What follows belongs to an exercise in optimizing a design on an open flow for small area, a short achievable clock period and few clock cycles per item; a production flow would make more cautious choices.
Function was checked by simulation only, so behaviour that the tests miss may differ from the original.
Power is estimated from default activity; no workload was simulated.

<file path="design/flow/flow/run.sh">
#!/bin/bash
# The standard layout (standard.sh: unchanged synthesis, floorplan, power grid and
# routing), with these settings changed:
#  - the port buffers that global placement inserts are buf_1 cells, not the
#    slow delay-buffer cell buffer_ports picks by default;
#  - clock tree synthesis uses clkbuf_4/clkbuf_8 and adds no dummy loads;
#  - the constant outputs share one tie cell per value instead of one each;
#  - timing repair aims for 6.1 ns of setup slack instead of 0, so it sizes and
#    buffers paths down toward the 4 ns that the port delays leave.
# The clock, its period and the I/O constraints are the standard flow's, untouched.
set -euo pipefail
export BUFFER_PORTS_ARGS="-buffer_cell sky130_fd_sc_hd__buf_1"
export CTS_ARGS="-sink_clustering_enable -repair_clock_nets -dont_use_dummy_load -buf_list {sky130_fd_sc_hd__clkbuf_4 sky130_fd_sc_hd__clkbuf_8}"
export SETUP_SLACK_MARGIN=6.1
export SKIP_REPAIR_TIE_FANOUT=1
bash standard.sh finish > standard.log 2>&1
</file>
<file path="design/flow/constraint.sdc">
create_clock -name core_clock -period 10.0 [get_ports {ap_clk}]
set_input_delay 2.0000 -clock core_clock [delete_from_list [all_inputs] [get_ports {ap_clk}]]
set_output_delay 2.0000 -clock core_clock [all_outputs]
set_load 0.01 [all_outputs]
</file>
<file path="design/flow/design.v">
module DMAC_FIFO #(
    parameter       DEPTH_LG2           = 4,
    parameter       DATA_WIDTH          = 32
    )
(
    input   wire                        clk,
    input   wire                        rst_n,
    output  wire                        full_o,
    input   wire                        wren_i,
    input   wire    [DATA_WIDTH-1:0]    wdata_i,
    output  wire                        empty_o,
    input   wire                        rden_i,
    output  wire    [DATA_WIDTH-1:0]    rdata_o
);
    localparam  FIFO_DEPTH              = (1<<DEPTH_LG2);
    reg     [DATA_WIDTH-1:0]            mem[FIFO_DEPTH];
    reg                                 full,       full_n,
                                        empty,      empty_n;
    reg     [DEPTH_LG2:0]               wrptr,      wrptr_n,
                                        rdptr,      rdptr_n;
    always_ff @(posedge clk)
        if (!rst_n) begin
            for (int i=0; i<FIFO_DEPTH; i++) begin
                mem[i]                      <= {DATA_WIDTH{1'b0}};
            end
        end
        else begin
            if (wren_i) begin
                mem[wrptr[DEPTH_LG2-1:0]]   <= wdata_i;
            end
        end
    always_ff @(posedge clk)
        if (!rst_n) begin
            full                        <= 1'b0;
            empty                       <= 1'b1;     
            wrptr                       <= {(DEPTH_LG2+1){1'b0}};
            rdptr                       <= {(DEPTH_LG2+1){1'b0}};
        end
        else begin
            full                        <= full_n;
            empty                       <= empty_n;
            wrptr                       <= wrptr_n;
            rdptr                       <= rdptr_n;
        end
    always_comb begin
        wrptr_n                     = wrptr;
        rdptr_n                     = rdptr;
        if (wren_i) begin
            wrptr_n                     = wrptr + 'd1;
        end
        if (rden_i) begin
            rdptr_n                     = rdptr + 'd1;
        end
        empty_n                     = (wrptr_n == rdptr_n);
        full_n                      = (wrptr_n[DEPTH_LG2]!=rdptr_n[DEPTH_LG2])
                                     &(wrptr_n[DEPTH_LG2-1:0]==rdptr_n[DEPTH_LG2-1:0]);
    end
    assign  full_o                      = full;
    assign  empty_o                     = empty;
    assign  rdata_o                     = mem[rdptr[DEPTH_LG2-1:0]];
endmodule
`timescale 1ns/1ps
module s_axi_control
#(parameter
    C_S_AXI_ADDR_WIDTH = 6,
    C_S_AXI_DATA_WIDTH = 32
)(
    input  wire                          ACLK,
    input  wire                          ARESET,
    input  wire                          ACLK_EN,
    input  wire [C_S_AXI_ADDR_WIDTH-1:0] AWADDR,
    input  wire                          AWVALID,
    output wire                          AWREADY,
    input  wire [C_S_AXI_DATA_WIDTH-1:0] WDATA,
    input  wire [C_S_AXI_DATA_WIDTH/8-1:0] WSTRB,
    input  wire                          WVALID,
    output wire                          WREADY,
    output wire [1:0]                    BRESP,
    output wire                          BVALID,
    input  wire                          BREADY,
    input  wire [C_S_AXI_ADDR_WIDTH-1:0] ARADDR,
    input  wire                          ARVALID,
    output wire                          ARREADY,
    output wire [C_S_AXI_DATA_WIDTH-1:0] RDATA,
    output wire [1:0]                    RRESP,
    output wire                          RVALID,
    input  wire                          RREADY,
    output wire                          user_start,    
    input  wire                          user_done,     
    output wire                          user_busy,
    output wire [31:0]                   byte_len,
    output wire [31:0]                   src_addr,
    output wire [31:0]                   dst_addr
);
localparam
    ADDR_USER_CTRL       = 6'h10,
    ADDR_BYTE_LEN_DATA   = 6'h14,
    ADDR_SRC_DATA        = 6'h18,
    ADDR_DST_DATA        = 6'h1c;
reg         aw_held;                     
reg         bvalid;
reg  [3:0]  wsel;                        
wire        w_hs;
assign AWREADY = !aw_held & !bvalid;
assign WREADY  = aw_held;
assign BVALID  = bvalid;
assign BRESP   = 2'b00;
assign w_hs    = WVALID & aw_held;
always @(posedge ACLK) begin
    if (ARESET) begin
        aw_held <= 1'b0;
        bvalid  <= 1'b0;
        wsel    <= 4'd0;
    end else begin
        if (AWVALID & AWREADY) begin
            aw_held <= 1'b1;
            wsel    <= { AWADDR[5:0] == ADDR_DST_DATA,
                         AWADDR[5:0] == ADDR_SRC_DATA,
                         AWADDR[5:0] == ADDR_BYTE_LEN_DATA,
                         AWADDR[5:0] == ADDR_USER_CTRL };
        end
        if (w_hs) begin
            aw_held <= 1'b0;
            bvalid  <= 1'b1;
        end else if (BREADY) begin
            bvalid  <= 1'b0;
        end
    end
end
reg  [31:0] byte_len_reg;
reg  [31:0] src_addr_reg;
reg  [31:0] dst_addr_reg;
reg         start_f;
reg         done_f;
reg         idle_f;
always @(posedge ACLK) begin
    if (ARESET) begin
        byte_len_reg <= 32'd0;
        src_addr_reg <= 32'd0;
        dst_addr_reg <= 32'd0;
    end else begin
        for (int b = 0; b < 4; b++) begin
            if (w_hs & wsel[1] & WSTRB[b]) byte_len_reg[b*8 +: 8] <= WDATA[b*8 +: 8];
            if (w_hs & wsel[2] & WSTRB[b]) src_addr_reg[b*8 +: 8] <= WDATA[b*8 +: 8];
            if (w_hs & wsel[3] & WSTRB[b]) dst_addr_reg[b*8 +: 8] <= WDATA[b*8 +: 8];
        end
    end
end
assign user_start = w_hs & wsel[0] & WSTRB[0] & WDATA[0] & !start_f;
assign user_busy  = start_f;
assign byte_len   = byte_len_reg;
assign src_addr   = src_addr_reg;
assign dst_addr   = dst_addr_reg;
reg         rvalid;
reg  [31:0] rdata;
wire        ar_hs;
wire [5:0]  raddr;
wire        rd_ctrl;
assign ARREADY = !rvalid;
assign RVALID  = rvalid;
assign RDATA   = rdata;
assign RRESP   = 2'b00;
assign ar_hs   = ARVALID & !rvalid;
assign raddr   = ARADDR[5:0];
assign rd_ctrl = ar_hs & (raddr == ADDR_USER_CTRL);
wire   rd_len  = ar_hs & (raddr == ADDR_BYTE_LEN_DATA);
wire   rd_src  = ar_hs & (raddr == ADDR_SRC_DATA);
wire   rd_dst  = ar_hs & (raddr == ADDR_DST_DATA);
wire   rd_keep = !(rd_ctrl | rd_len | rd_src | rd_dst);
always @(posedge ACLK) begin
    if (ARESET) begin
        rvalid <= 1'b0;
        rdata  <= 32'd0;
    end else begin
        if (ar_hs)
            rvalid <= 1'b1;
        else if (RREADY)
            rvalid <= 1'b0;
        rdata <= ({32{rd_len}}  & byte_len_reg)
               | ({32{rd_src}}  & src_addr_reg)
               | ({32{rd_dst}}  & dst_addr_reg)
               | ({32{rd_keep}} & rdata)
               | ({32{rd_ctrl}} & {rdata[31:3], idle_f, done_f | user_done, start_f & !user_done});
    end
end
always @(posedge ACLK) begin
    if (ARESET) begin
        start_f <= 1'b0;
        done_f  <= 1'b0;
        idle_f  <= 1'b0;
    end else begin
        if (user_start)
            start_f <= 1'b1;
        else if (user_done)
            start_f <= 1'b0;
        done_f  <= (done_f | user_done) & !rd_ctrl;
        idle_f  <= !start_f;
    end
end
endmodule
`timescale 1ns/1ps
module DMAC_ENGINE
(
    input   wire                clk,
    input   wire                rst_n,   
    input   wire    [31:0]      src_addr_i,
    input   wire    [31:0]      dst_addr_i,
    input   wire    [31:0]      byte_len_i,
    input   wire                start_i,     
    output  wire                done_o,      
    output  wire    [31:0]      awaddr_o,
    output  wire    [7:0]       awlen_o,
    output  wire                awvalid_o,
    input   wire                awready_i,
    output  wire    [255:0]     wdata_o,
    output  wire                wlast_o,
    output  wire                wvalid_o,
    input   wire                wready_i,
    input   wire                bvalid_i,
    output  wire    [31:0]      araddr_o,
    output  wire    [7:0]       arlen_o,
    output  wire                arvalid_o,
    input   wire                arready_i,
    input   wire    [255:0]     rdata_i,
    input   wire                rlast_i,
    input   wire                rvalid_i,
    output  wire                rready_o
);
    reg                 s_ar,        
                        s_aw,        
                        s_nx,        
                        s_wb;        
    reg     [18:0]      bcnt;        
    reg     [18:0]      hi;          
    reg                 last;        
    reg     [1:0]       wout;        
    wire    [18:0]      nfull   = byte_len_i[31:13];     
    wire    [7:0]       nlast   = byte_len_i[12:5];      
    wire                at_last = (bcnt == nfull);
    wire                ar_hs   = s_ar & arready_i;
    wire                aw_hs   = s_aw & awready_i;
    wire    [18:0]      hi_sum  = (s_ar ? dst_addr_i[31:13] : src_addr_i[31:13]) + bcnt;
    wire                fin     = (wout == 2'd0) | ((wout == 2'd1) & bvalid_i);
    wire                idle    = !(s_ar | s_aw | s_nx | s_wb);
    always @(posedge clk) begin
        if (!rst_n) begin
            s_ar    <= 1'b0;
            s_aw    <= 1'b0;
            s_nx    <= 1'b0;
            s_wb    <= 1'b0;
            bcnt    <= 19'd0;
            hi      <= 19'd0;
            last    <= 1'b0;
            wout    <= 2'd0;
        end else begin
            if (idle | ar_hs | s_nx)
                hi      <= hi_sum;
            if (idle | s_nx)
                last    <= at_last;
            if (start_i)
                s_ar    <= 1'b1;
            if (ar_hs) begin
                s_ar    <= 1'b0;
                s_aw    <= 1'b1;
            end
            if (aw_hs) begin
                s_aw    <= 1'b0;
                if (last) begin
                    s_wb    <= 1'b1;
                end else begin
                    s_nx    <= 1'b1;
                    bcnt    <= bcnt + 19'd1;
                end
            end
            if (s_nx) begin
                if (at_last & (nlast == 8'd0)) begin
                    s_nx    <= 1'b0;
                    s_wb    <= 1'b1;
                end else if (wout != 2'd3) begin
                    s_nx    <= 1'b0;
                    s_ar    <= 1'b1;
                end
            end
            if (s_wb & fin) begin
                s_wb    <= 1'b0;
                bcnt    <= 19'd0;
            end
            wout <= wout + {1'b0, aw_hs} - {1'b0, bvalid_i};
        end
    end
    assign done_o    = s_wb & fin;
    assign araddr_o  = { hi, src_addr_i[12:5], 5'd0 };
    assign awaddr_o  = { hi, dst_addr_i[12:5], 5'd0 };
    assign arlen_o   = last ? nlast - 8'd1 : 8'hFF;
    assign awlen_o   = arlen_o;
    assign arvalid_o = s_ar;
    assign awvalid_o = s_aw;
    assign wdata_o   = rdata_i;
    assign wlast_o   = rlast_i;
    assign wvalid_o  = rvalid_i;
    assign rready_o  = wready_i;
endmodule
`timescale 1ns / 1ps
module DMAC_TOP #(
  parameter integer C_S_AXI_CONTROL_ADDR_WIDTH = 12 ,
  parameter integer C_S_AXI_CONTROL_DATA_WIDTH = 32
)(
    input  wire                                    ap_clk,
    input  wire                                    ap_rstn,
    input  wire                                    s_axi_control_awvalid,
    output wire                                    s_axi_control_awready,
    input  wire [C_S_AXI_CONTROL_ADDR_WIDTH-1:0]   s_axi_control_awaddr ,
    input  wire                                    s_axi_control_wvalid ,
    output wire                                    s_axi_control_wready ,
    input  wire [C_S_AXI_CONTROL_DATA_WIDTH-1:0]   s_axi_control_wdata  ,
    input  wire [C_S_AXI_CONTROL_DATA_WIDTH/8-1:0] s_axi_control_wstrb  ,
    input  wire                                    s_axi_control_arvalid,
    output wire                                    s_axi_control_arready,
    input  wire [C_S_AXI_CONTROL_ADDR_WIDTH-1:0]   s_axi_control_araddr ,
    output wire                                    s_axi_control_rvalid ,
    input  wire                                    s_axi_control_rready ,
    output wire [C_S_AXI_CONTROL_DATA_WIDTH-1:0]   s_axi_control_rdata  ,
    output wire [2-1:0]                            s_axi_control_rresp  ,
    output wire                                    s_axi_control_bvalid ,
    input  wire                                    s_axi_control_bready ,
    output wire [2-1:0]                            s_axi_control_bresp  ,
    output  wire    [3:0]       m_axi_awid,
    output  wire    [31:0]      m_axi_awaddr,
    output  wire    [7:0]       m_axi_awlen,
    output  wire    [2:0]       m_axi_awsize,
    output  wire    [1:0]       m_axi_awburst,
    output  wire                m_axi_awvalid,
    input   wire                m_axi_awready,
    output  wire                m_axi_awlock,
    output  wire    [3:0]       m_axi_awcache,
    output  wire    [2:0]       m_axi_awprot,
    output  wire    [3:0]       m_axi_awqos,
    output  wire    [3:0]       m_axi_awregion,
    output  wire    [255:0]      m_axi_wdata,
    output  wire    [31:0]       m_axi_wstrb,
    output  wire                m_axi_wlast,
    output  wire                m_axi_wvalid,
    input   wire                m_axi_wready,
    input   wire    [3:0]       m_axi_bid,
    input   wire    [1:0]       m_axi_bresp,
    input   wire                m_axi_bvalid,
    output  wire                m_axi_bready,
    output  wire    [3:0]       m_axi_arid,
    output  wire    [31:0]      m_axi_araddr,
    output  wire    [7:0]       m_axi_arlen,
    output  wire    [2:0]       m_axi_arsize,
    output  wire    [1:0]       m_axi_arburst,
    output  wire                m_axi_arvalid,
    input   wire                m_axi_arready,
    output  wire                m_axi_arlock,
    output  wire    [3:0]       m_axi_arcache,
    output  wire    [2:0]       m_axi_arprot,
    output  wire    [3:0]       m_axi_arqos,
    output  wire    [3:0]       m_axi_arregion,
    input   wire    [3:0]       m_axi_rid,
    input   wire    [255:0]      m_axi_rdata,
    input   wire    [1:0]       m_axi_rresp,
    input   wire                m_axi_rlast,
    input   wire                m_axi_rvalid,
    output  wire                m_axi_rready
);
    wire                        user_start,
                                user_done,
                                user_busy;
    wire    [31:0]              src_addr,
                                dst_addr;
    wire    [31:0]              byte_len;
    assign m_axi_awlock    = 1'b0;
    assign m_axi_awcache   = 4'd0;
    assign m_axi_awprot    = 3'd0;
    assign m_axi_awqos     = 4'd0;
    assign m_axi_awregion  = 4'd0;
    assign m_axi_arlock    = 1'b0;
    assign m_axi_arcache   = 4'd0;
    assign m_axi_arprot    = 3'd0;
    assign m_axi_arqos     = 4'd0;
    assign m_axi_arregion  = 4'd0;
    assign m_axi_awid      = 4'd0;
    assign m_axi_arid      = 4'd0;
    assign m_axi_awsize    = 3'b101;         
    assign m_axi_awburst   = 2'b01;          
    assign m_axi_arsize    = 3'b101;
    assign m_axi_arburst   = 2'b01;
    assign m_axi_wstrb     = 32'hFFFF_FFFF;
    assign m_axi_bready    = 1'b1;
    s_axi_control #(
        .C_S_AXI_ADDR_WIDTH ( C_S_AXI_CONTROL_ADDR_WIDTH ),
        .C_S_AXI_DATA_WIDTH ( C_S_AXI_CONTROL_DATA_WIDTH )
    ) inst_control_s_axi (
        .ACLK      ( ap_clk                ),
        .ARESET    ( !ap_rstn              ),
        .ACLK_EN   ( 1'b1                  ),
        .AWVALID   ( s_axi_control_awvalid ),
        .AWREADY   ( s_axi_control_awready ),
        .AWADDR    ( s_axi_control_awaddr  ),
        .WVALID    ( s_axi_control_wvalid  ),
        .WREADY    ( s_axi_control_wready  ),
        .WDATA     ( s_axi_control_wdata   ),
        .WSTRB     ( s_axi_control_wstrb   ),
        .ARVALID   ( s_axi_control_arvalid ),
        .ARREADY   ( s_axi_control_arready ),
        .ARADDR    ( s_axi_control_araddr  ),
        .RVALID    ( s_axi_control_rvalid  ),
        .RREADY    ( s_axi_control_rready  ),
        .RDATA     ( s_axi_control_rdata   ),
        .RRESP     ( s_axi_control_rresp   ),
        .BVALID    ( s_axi_control_bvalid  ),
        .BREADY    ( s_axi_control_bready  ),
        .BRESP     ( s_axi_control_bresp   ),
        .user_start( user_start            ),
        .user_done ( user_done             ),
        .user_busy ( user_busy             ),
        .byte_len  ( byte_len              ),
        .src_addr  ( src_addr              ),
        .dst_addr  ( dst_addr              )
    );
    DMAC_ENGINE u_engine (
        .clk        ( ap_clk        ),
        .rst_n      ( ap_rstn       ),
        .src_addr_i ( src_addr      ),
        .dst_addr_i ( dst_addr      ),
        .byte_len_i ( byte_len      ),
        .start_i    ( user_start    ),
        .done_o     ( user_done     ),
        .awaddr_o   ( m_axi_awaddr  ),
        .awlen_o    ( m_axi_awlen   ),
        .awvalid_o  ( m_axi_awvalid ),
        .awready_i  ( m_axi_awready ),
        .wdata_o    ( m_axi_wdata   ),
        .wlast_o    ( m_axi_wlast   ),
        .wvalid_o   ( m_axi_wvalid  ),
        .wready_i   ( m_axi_wready  ),
        .bvalid_i   ( m_axi_bvalid  ),
        .araddr_o   ( m_axi_araddr  ),
        .arlen_o    ( m_axi_arlen   ),
        .arvalid_o  ( m_axi_arvalid ),
        .arready_i  ( m_axi_arready ),
        .rdata_i    ( m_axi_rdata   ),
        .rlast_i    ( m_axi_rlast   ),
        .rvalid_i   ( m_axi_rvalid  ),
        .rready_o   ( m_axi_rready  )
    );
endmodule
</file>
<file path="design/flow/config.mk">
export PLATFORM = sky130hd
export DESIGN_NAME = DMAC_TOP
export DESIGN_NICKNAME = DMAC_TOP
export VERILOG_FILES = /design/flow/design.v
export SDC_FILE = /design/flow/constraint.sdc
export NUM_CORES = 4
export LEC_CHECK = 0
export CAP_MARGIN = 20
export CORE_AREA = 2 2 288 288
export DIE_AREA = 0 0 290 290
export PLACE_DENSITY = 0.6
export SLEW_MARGIN = 20
</file>
<file path="design/flow/standard.sh">
#!/bin/bash
# synth_recipe.tcl (not shown) runs the flow's synth.tcl, then flattens the netlist and writes it again
# the make line also repeats each setting of config.mk as NAME=value (left out here)
make -C /OpenROAD-flow-scripts/flow DESIGN_CONFIG=/design/flow/config.mk WORK_HOME=/design/flow/orfs CLKGATE_MAP_FILE= SYNTH_SCRIPT=/design/flow/synth_recipe.tcl "${@:-finish}"
</file>
==> run summary <==
-- power by group through the flow --
stage / logic, mW / clock network [mW] / registers (mW)
3_3_place_gp: 0.0749 / 0 / 0.751
4_1_cts: 0.0758 / 0.424 / 0.734
5_1_grt: 0.0826 / 0.449 / 0.734
3_5_place_dp: 0.0754 / 0 / 0.751
6_report: 0.0761 / 0.404 / 0.734
2_1_floorplan: 0.214 / 0 / 0.750
-- through the flow --
| step | hold WS [ps] | cell area, µm² | util |
|---|---|---|---|
| after floorplan | 397 | 12600 | - |
| after global placement | 440 | 10500 | 0.130 |
| after detailed placement | 442 | 10500 | 0.130 |
| after CTS | 456 | 10900 | 0.134 |
| after global routing | 477 | 10900 | 0.135 |
| final | 454 | 10900 | 0.135 |
-- synthesized netlist by cell type, drive strengths merged (2+ instances only) --
cell    number  area (µm²)
a211oi       5        37.5
a21o         4        30.0
a21oi      161         806
a22oi       29         218
a311oi       2        23.8
and2         6        37.5
and3         4        35.0
and4         2        17.5
buf        405        3020
clkbuf      43         161
conb         2        7.51
dfxtp      183        3660
ha          22         275
inv         13        48.8
mux2        47         529
mux2i        8        80.1
mux4         3        67.6
nand2      257         965
nand2b       4        25.0
nand3       17        85.1
nand3b       3        22.5
nand4       21         131
nor2       117         439
nor2b        4        25.0
nor3         6        30.0
nor3b        4        30.0
nor4         4        25.0
nor4b        2        17.5
o211ai       3        22.5
o21a         4        30.0
o21ai       11        55.1
o21bai       2        15.0
or3          4        25.0
xnor2       37         324
xor2        19         166
-- layout make-up --
class                      count  area, µm²
fill                        9340      69900
multi-input combinational    830       4820
sequential                   183       3670
tap                         1060       1330
timing repair buffer         184        777
clock buffer                  17        234
inverter                      13       51.3
antenna                        3       7.51
-- kinds of logic (layout without fill, tap and decap cells) --
logic type | after synthesis | after routing
mux | 58 | 58
simple gates | 458 | 458
xor+xnor | 56 | 56
compound gates | 233 | 233
buf+inv | 461 | 214
other cells | 2 | 5
flops | 183 | 183
fa+ha+maj | 23 | 23
-- metal layers --
metal / part of all wire / GRT usage
met1: 0.41 / 0.117
met2: 0.41 / 0.144
met3: 0.13 / 0.0563
met4: 0.048 / 0.0537
met5: 0.0015 / 0.00284
-- what timing repair did --
action                     CTS  global route
setup endpoints to repair  271           267
setup buffers                7             2
pin swaps                    4             4
resized for setup           21             2
-- final timing paths --
check	slack (ps)	endpoint	cells after the start	from
worst max-delay path	6000	m_axi_wdata[54]	0	m_axi_rdata[54]
worst min-delay path	450	inst_control_s_axi.dst_addr_reg[1]$_SDFFE_PN0P_	2	inst_control_s_axi.dst_addr_reg[1]$_SDFFE_PN0P_
worst max register to register	6590	u_engine.hi[17]$_SDFFE_PN0P_	10	u_engine.s_ar$_SDFF_PN0_
worst min register to register	450	inst_control_s_axi.dst_addr_reg[1]$_SDFFE_PN0P_	2	inst_control_s_axi.dst_addr_reg[1]$_SDFFE_PN0P_
==> run_results.csv <==
group,metric,value,unit
run_status,status,"finished clean",
clocking,htreeDepth,4,
drt,drtIter0Drc,487,
timing,rsz0062_at_grt,"yes",
die,start_util,0.144,
die,placementRows,104,
flow_run,maxCapViolCount,0,
pwr,p_int,0.895,mW
pwr,p_seq_frac,0.604,
synth,yosys.area_share.xor_xnor,0.0421,
clocking,clock-root-buffer,"clkbuf_8",
layout,final_cell_mix,"nand2_1, dfxtp_1, a21oi_1",
pwr,power.switching,0.319,mW
synth,yosysUniqueCellTypes,54,
layout,final_nets,1593,
pwr,power_density,112,mW/mm²
drt,dr.pass1.iters,5,
placed_design,portBuffers,166,
die,core,0.0808,mm²
synth,synth_compound_area_frac,0.116,
clocking,cts_tree,"done",
global_route,antenna_found_initial,12,
clocking,insertion_delay,530,ps
critical_path,path_max_fanout,1,
die,ios,806,
pwr,p_leak,3.41,nW
clocking,cts_buffers,17,
critical_path,cp.required,8000,ps
critical_path,arrival,2000,ps
global_route,grt_start_max_net_pins,61,
timing,max_clock_freq,0.250,GHz
min_path,holdCritPathClass,"reg -> reg",
timing,min_period_over_period,0.400,
pwr,comb_power_share,0.063,
timing,final-hold-violation-count,0,
synth,async_flop_share,0,
synth,synth_flop_cell,"dfxtp_1",
synth,synth_edf_count,0,
critical_path,endpoint_kind,"primary output",
synth,synth_top_family_by_area,"buffers and inverters",
synth,synthSimpleGateAreaFrac,0.166,
drt,drc,0,
timing,relSlewSlack,0.284,
synth,ys_warn_count,2,
drt,via_count,8701,
timing,clock_skew,43.5,ps
pwr,switching_share,0.263,
timing,setup_slack,6000,ps
layout,drive_above_1_share,0.0945,
pwr,clkPwrFrac,0.333,
die,fp.dieW,290,µm
die,dieHeight,290,µm
pwr,ir_drop,0.000119,V
die,die_area,0.0841,mm²
pwr,p_total,1.21,mW
layout,final_cells,2290,
synth,ys_ff_latch,183,
critical_path,worstSetupPathType,"in -> out",
placed_design,dp.cells,2261,
synth,yosysSeqAreaShare,0.315,
layout,final_common_cell,"nand2_1",
synth,avgSynthCellArea,7.90,µm²
clocking,clkSlewWorstSetupHoldPaths,70,ps
clocking,cts_buffer_depth,2,
critical_path,cp-start-kind,"input pin",
drt,wl_per_cell,18.9,µm
clocking,clock-sinks,183,
global_route,overflow,0,
timing,slew_violations,0,
global_route,grt.total_usage,0.100,
global_route,first_global_vias,8162,
placed_design,gp_congestion,0.796,
placed_design,hpwl,33900,µm
drt,ant_nets,0,
timing,fin_setup_tns,0,ps
global_route,grt_pass1_wl,60200,µm
timing,period_needed,4000,ps
synth,synth_mux_area_frac,0.0581,
synth,synthesis.nets,1838,
placed_design,place_ws,5780,ps
drt,wl,43300,µm
synth,syn_inst,1474,
synth,syn_area,0.0116,mm²
synth,synthAdderAreaFrac,0.0254,
drt,via_per_inst,3.80,
timing,worst_pin_slew,1070,ps
clocking,postCtsHoldBufs,0,
layout,syn2layout_area_growth,-6.52,%
timing,setup_viol,0,
Testbench counts, summed over its fixed seeds: cycles 9,168, beats 6,955.

afterwards: timing with drivers on the ports:
In the flow no input, the clock included, has a driving cell. The finished layout below was timed again as built, in two steps. Step 1: set_driving_cell puts a clkbuf_16 on ap_clk and a buf_2 on each other input, an assumption about the parent block. Step 2 adds t to the input delays and takes it off the output delays; t is the mean of the earliest and latest rising clock arrival at the registers after step 1. Input paths then give back, and output paths get back, about the clock's delay inside the block. Slacks: no drivers / after step 1 / after step 2; pairs: no drivers / after step 1.
shift t [ns]: 0.554
slack for setup (ns): 5.997 / 5.851 / 5.737
clock arrival spread, ns: 0.044 / 0.044
worst data-port slew with drivers (ns): 0.21
After both steps this run still meets setup and hold. The setup slack of this run moves by -0.146 ns with the drivers and by -0.260 ns with both steps.
